Source: an optimization exercise on an open RTL-to-GDS flow (aim: small area and a short achievable clock period). Production flows keep margins and buffers that such runs may drop. The RTL was checked by simulation tests, not by an equivalence proof against the original design. Power is estimated from default activity; no workload was simulated.

run A:
==> flow/design.v (excerpt) <==
module pow_5_pipe
(
    input             clock,
    input      [17:0] n,
    output reg [17:0] n_pow_5
);
    reg [17:0] n_1;
    always @(posedge clock) n_1 <= n;
    wire [5:0] a_1 = n_1[5:0];
    wire [11:0] h_1 = n_1[17:6];
    wire [63:0] f_t_dec = 64'd1 << a_1;
    wire f_t_4 = |(f_t_dec & 64'h8282282882822828);
    wire f_t_5 = |(f_t_dec & 64'hc46eec466ec446ec);
    wire f_t_6 = |(f_t_dec & 64'h604ae2e04acae048);
    wire f_t_7 = |(f_t_dec & 64'h468aec2ae6a04688);
    wire f_t_8 = |(f_t_dec & 64'hce440a0864e40880);
    wire f_t_9 = |(f_t_dec & 64'h428ecaac0e42a640);
    wire f_t_10 = |(f_t_dec & 64'h3654f0901094de70);
    wire f_t_11 = |(f_t_dec & 64'h106e786ef40a3060);
    wire f_t_12 = |(f_t_dec & 64'h561646a0b8b4c840);
    wire f_t_13 = |(f_t_dec & 64'h9c3a7c9a28c26a00);
    wire f_t_14 = |(f_t_dec & 64'h8854120cec3c1a80);
    wire f_t_15 = |(f_t_dec & 64'h2988e390f95eb700);
    wire f_t_16 = |(f_t_dec & 64'hf7b0aa4e070ab400);
    wire f_t_17 = |(f_t_dec & 64'he5c2ef3058e09800);
    wire [63:0] a1_t_dec = 64'd1 << a_1;
    wire a1_t_4 = |(a1_t_dec & 64'h6c6c6c6c6c6c6c6c);
    wire a1_t_5 = |(a1_t_dec & 64'haa00aa00aa00aa0);
    wire a1_t_6 = |(a1_t_dec & 64'h466eecc4466eecc4);
    wire a1_t_7 = |(a1_t_dec & 64'h222a02228880a888);
    wire a1_t_8 = |(a1_t_dec & 64'h9ed21c589eda3c58);
    wire a1_t_9 = |(a1_t_dec & 64'haae4e60228664480);
    wire a1_t_10 = |(a1_t_dec & 64'h103c1e7cf672f8b0);
    wire a1_t_11 = |(a1_t_dec & 64'hea60e02a4ec2e8e0);
    wire [63:0] a2_t_dec = 64'd1 << a_1;
    wire a2_t_3 = |(a2_t_dec & 64'hee44ee44ee44ee44);
    wire a2_t_4 = |(a2_t_dec & 64'he04a4ae0e04a4ae0);
    wire [31:0] h2_t_dec = 32'd1 << h_1[4:0];
    wire h2_t_3 = |(h2_t_dec & 32'h28282828);
    wire h2_t_4 = |(h2_t_dec & 32'h1ab01ab0);
    reg [5:0] a_2;
    reg [11:0] h_2;
    reg f_2_4;
    reg f_2_5;
    reg f_2_6;
    reg f_2_7;
    reg f_2_8;
    reg f_2_9;
    reg f_2_10;
    reg f_2_11;
    reg f_2_12;
    reg f_2_13;
    reg f_2_14;
    reg f_2_15;
    reg f_2_16;
    reg f_2_17;
  ...
Settings: LEC_CHECK=0, CAP_MARGIN=20, CORE_MARGIN=2, CORE_UTILIZATION=40, CTS_BUF_LIST=sky130_fd_sc_hd__clkbuf_4 sky130_fd_sc_hd__clkbuf_8, CTS_CLUSTER_DIAMETER=60, CTS_CLUSTER_SIZE=40, PLACE_DENSITY=0.75, SETUP_SLACK_MARGIN=4.15, SLEW_MARGIN=20; clock period 6.4 ns.
run.sh (not shown) runs the stock make flow with config.mk's settings and CLKGATE_MAP_FILE= SYNTH_SCRIPT=/design/flow/synth_recipe.tcl, a recipe that flattens the netlist after the stock synthesis.
diff inputs: run A => run B
# run A
export LEC_CHECK = 0
export CAP_MARGIN = 20
export CORE_MARGIN = 2
export CORE_UTILIZATION = 40
export CTS_BUF_LIST = sky130_fd_sc_hd__clkbuf_4 sky130_fd_sc_hd__clkbuf_8
export CTS_CLUSTER_DIAMETER = 60
export CTS_CLUSTER_SIZE = 40
export PLACE_DENSITY = 0.75
export SETUP_SLACK_MARGIN = 4.15
export SLEW_MARGIN = 20
create_clock -name core_clock -period 6.4 [get_ports {clock}]
# run B
export LEC_CHECK = 0
export CAP_MARGIN = 20
export CORE_MARGIN = 2
export CORE_UTILIZATION = 40
export CTS_BUF_LIST = sky130_fd_sc_hd__clkbuf_4 sky130_fd_sc_hd__clkbuf_8
export CTS_CLUSTER_DIAMETER = 60
export CTS_CLUSTER_SIZE = 40
export PLACE_DENSITY = 0.75
export SETUP_SLACK_MARGIN = 4.2
export SLEW_MARGIN = 20
create_clock -name core_clock -period 6.4 [get_ports {clock}]
==> flow/flow/run.sh (new file) <==
#!/bin/bash
# The standard layout, with these changes to how the layout is made:
#  - synthesis skips Yosys's early "abc -fast" pass (synth -noabc), so that extract_fa
#    finds the carry-save adder tree as the RTL writes it; everything else in the
#    synthesis script is the standard flow's (including -nofsm -noshare, flatten and renaming)
#  - port buffers use sky130_fd_sc_hd__buf_1 (every input and output still gets its own buffer)
#  - clock tree synthesis does not add dummy load cells
set -o pipefail
export BUFFER_PORTS_ARGS="-buffer_cell sky130_fd_sc_hd__buf_1"
export CTS_ARGS="-sink_clustering_enable -repair_clock_nets -dont_use_dummy_load -sink_clustering_size 40 -sink_clustering_max_diameter 60 -buf_list {sky130_fd_sc_hd__clkbuf_4 sky130_fd_sc_hd__clkbuf_8}"
sed '1s/yosys synth -nofsm -noshare /yosys synth -nofsm -noshare -noabc /' synth_recipe.tcl > flow_synth.tcl
sed "s#SYNTH_SCRIPT=[^ ]*synth_recipe.tcl#SYNTH_SCRIPT=$PWD/flow_synth.tcl#" standard.sh > flow_standard.sh
grep -q -- "-noabc" flow_synth.tcl && grep -q "flow_synth.tcl" flow_standard.sh || { echo "could not set up synthesis script" > standard.log; exit 1; }
bash flow_standard.sh finish > standard.log 2>&1
==> flow/standard.sh (new file) <==
#!/bin/bash
# synth_recipe.tcl (not shown) runs the flow's synth.tcl, then flattens the netlist and writes it again
# the make line also repeats each setting of config.mk as NAME=value (left out here)
make -C /OpenROAD-flow-scripts/flow DESIGN_CONFIG=/design/flow/config.mk WORK_HOME=/design/flow/orfs CLKGATE_MAP_FILE= SYNTH_SCRIPT=/design/flow/synth_recipe.tcl "${@:-finish}"
removed: flow/run.sh
## What came out
Overall power consumption in run B is about 8% below run A. Taking run A as the reference, in run B core box area fell by about 3%; sum of routed wire length over all layers saw a decrease; fraction of the cycle the final worst path needs dropped 1.4 points. Diff run A -> run B: wire length of the first global-routing pass went down by 9.8%, count of different cell masters after synthesis went up by 6. Re multiplexer fraction of the synthesized cell area: run A was lower than run B. Per the final summary, run B finished and its layout is clean on timing, DRC and antenna.
Inputs modified between run B and run C:
# run B
export LEC_CHECK = 0
export CAP_MARGIN = 20
export CORE_MARGIN = 2
export CORE_UTILIZATION = 40
export CTS_BUF_LIST = sky130_fd_sc_hd__clkbuf_4 sky130_fd_sc_hd__clkbuf_8
export CTS_CLUSTER_DIAMETER = 60
export CTS_CLUSTER_SIZE = 40
export PLACE_DENSITY = 0.75
export SETUP_SLACK_MARGIN = 4.2
export SLEW_MARGIN = 20
create_clock -name core_clock -period 6.4 [get_ports {clock}]
# run C
export LEC_CHECK = 0
export CAP_MARGIN = 20
export CORE_MARGIN = 2
export CORE_UTILIZATION = 40
export CTS_BUF_LIST = sky130_fd_sc_hd__clkbuf_16
export SETUP_SLACK_MARGIN = 4.4
export SLEW_MARGIN = 20
create_clock -name core_clock -period 6.4 [get_ports {clock}]
==> flow/run.sh (new file) <==
#!/bin/bash
# synth_recipe.tcl (not shown) runs the flow's synth.tcl, then flattens the netlist and writes it again
# the make line also repeats each setting of config.mk as NAME=value (left out here)
make -C /OpenROAD-flow-scripts/flow DESIGN_CONFIG=/design/flow/config.mk WORK_HOME=/design/flow/orfs CLKGATE_MAP_FILE= SYNTH_SCRIPT=/design/flow/synth_recipe.tcl finish
removed: flow/flow/run.sh
removed: flow/standard.sh
Notes after the runs:
- Run C ended up with fa_2 as its critical path's slowest cell; run B ended up with fa_1.
- Compared with run B, in run C vertical die dimension rose about 0.9%, combined flip-flop and latch cell area has increased, setup slack lower, design area picked up an extra 14%, first-pass GRT wire length now larger.
- Total via count after detailed routing delta (run C − run B): unfavourable

Setup of willow:
Another version of the RTL of pow_5_pipe (not shown whole).
For scale: ~570 cells after synthesis, about 110 flip-flops, roughly 37 I/O pins.
Settings: LEC_CHECK=0, CAP_MARGIN=20, CORE_MARGIN=2, CORE_UTILIZATION=60, CTS_BUF_LIST=sky130_fd_sc_hd__clkbuf_4 sky130_fd_sc_hd__clkbuf_8, CTS_CLUSTER_DIAMETER=60, CTS_CLUSTER_SIZE=40, SETUP_SLACK_MARGIN=4.5, SLEW_MARGIN=20; clock period 6.4 ns.
Stock flow here: none of the scripts above is used.
--- input diff willow..onyx ---
Settings: CORE_UTILIZATION now 40, was 60; SETUP_SLACK_MARGIN now 4.3, was 4.5; CTS_BUF_LIST now sky130_fd_sc_hd__clkbuf_8 sky130_fd_sc_hd__clkbuf_16, was sky130_fd_sc_hd__clkbuf_4 sky130_fd_sc_hd__clkbuf_8; CTS_CLUSTER_DIAMETER now 300, was 60; CTS_CLUSTER_SIZE now 100, was 40.
Results
The final layouts of onyx and willow pass the timing, DRC and antenna checks. From onyx to willow, layout multi-input combinational cell count did not move at all. Combinational power shrinks by a few percent when moving from willow to onyx. Relative to willow, the tapcell count of onyx is higher by 68.
The following lists how zinc was set up differently from onyx:
Settings: a change of CTS_CLUSTER_DIAMETER from 300 to 60; a change of CTS_CLUSTER_SIZE from 100 to 40; a change of CTS_BUF_LIST from sky130_fd_sc_hd__clkbuf_8 sky130_fd_sc_hd__clkbuf_16 to sky130_fd_sc_hd__clkbuf_4 sky130_fd_sc_hd__clkbuf_8.
Results
Of the two candidates, onyx has the worse net load switching power and zinc the better one.
zinc | stages: all done | timing, DRC, antenna: all pass
Looking at cell count, zinc sits 4 lower than onyx does.
Post-layout total power (zinc vs. onyx) decreases by a little under 10%
Sum of met2 wire segment lengths after detailed routing: zinc lower than onyx
## Diff of input files: harbor against zinc
Settings: a deleted CTS_BUF_LIST that had been sky130_fd_sc_hd__clkbuf_4 sky130_fd_sc_hd__clkbuf_8; a deleted CTS_CLUSTER_DIAMETER that had been 60; a deleted CTS_CLUSTER_SIZE that had been 40.
[summary]
[compare] base=zinc new=harbor: final instance area went up 2.9%, area occupied by multi-input gates held, clock network fraction of total power went up 6.7 points.
Measured against each other, harbor and zinc differ in switching share of total power, the lower figure coming from harbor.
On minimum period implied by the final worst setup slack, harbor does better than zinc.
harbor vs. zinc: area growth from synthesis to layout rose by 3.4 points, number of cells after detailed placement stayed essentially flat, internal power contribution increased by 0.22 mW relative to the old numbers.
Post-layout worst setup margin: harbor better than zinc
zinc and harbor ended up with roughly the same global-route usage.
### harbor -> indigo
Settings: clearing SETUP_SLACK_MARGIN, which used to be 4.3.
Findings:
indigo vs harbor: growth of design area from synthesis to finish down. Relative to harbor, indigo improves total power. For final-layout clock buffer total, dividing the value from indigo by the value from harbor gives 0.909. The placement-stage worst setup slack in indigo sits 0.0070 ns above the value recorded for harbor. On HPWL after detailed placement, indigo tracks harbor almost exactly. Summary of indigo over harbor: combinational power shrank by 7.6%, sequential share of layout area grew by 0.44 points.

## port drivers added, routing unchanged
The results above use ideal ports. As a check the final layouts listed here were re-extracted and re-timed, cells and wires unchanged.
Step 1, drivers: a clkbuf_16 drives clock and a buf_2 each remaining input, both assumed.
Step 2 times the ports against the registers' clock, not the clock port: input delays grow and output delays shrink by t, the midpoint of the rising clock arrivals with the driver on.
a / b / c = ideal ports / drivers / drivers and shift; a / b = the first two.
| run | t, ns | setup WS [ns] | hold slack, ns | clock arrival spread, ns | slew at the worst register clock pin (ns) |
|---|---|---|---|---|---|
| run A | 0.410 | 4.108 / 4.108 / 4.108 | 0.327 / 0.327 / 0.327 | 0.021 / 0.021 | 0.12 / 0.12 |
| run B | 0.408 | 4.194 / 4.194 / 4.194 | 0.306 / 0.306 / 0.306 | 0.032 / 0.032 | 0.10 / 0.10 |
| run C | 0.395 | 4.186 / 4.186 / 4.186 | 0.329 / 0.329 / 0.329 | 0.010 / 0.010 | 0.08 / 0.08 |
| willow | 0.454 | 4.182 / 4.182 / 4.182 | 0.315 / 0.315 / 0.315 | 0.010 / 0.010 | 0.07 / 0.07 |
| onyx | 0.445 | 4.179 / 4.179 / 4.179 | 0.322 / 0.322 / 0.322 | 0.010 / 0.009 | 0.06 / 0.06 |
| zinc | 0.467 | 4.175 / 4.175 / 4.175 | 0.325 / 0.325 / 0.325 | 0.011 / 0.011 | 0.07 / 0.07 |
| harbor | 0.442 | 4.187 / 4.187 / 4.187 | 0.322 / 0.322 / 0.322 | 0.008 / 0.008 | 0.05 / 0.05 |
| indigo | 0.445 | 3.862 / 3.821 / 3.894 | 0.324 / 0.324 / 0.324 | 0.015 / 0.016 | 0.05 / 0.05 |
After both steps setup and hold are still met in every run listed.
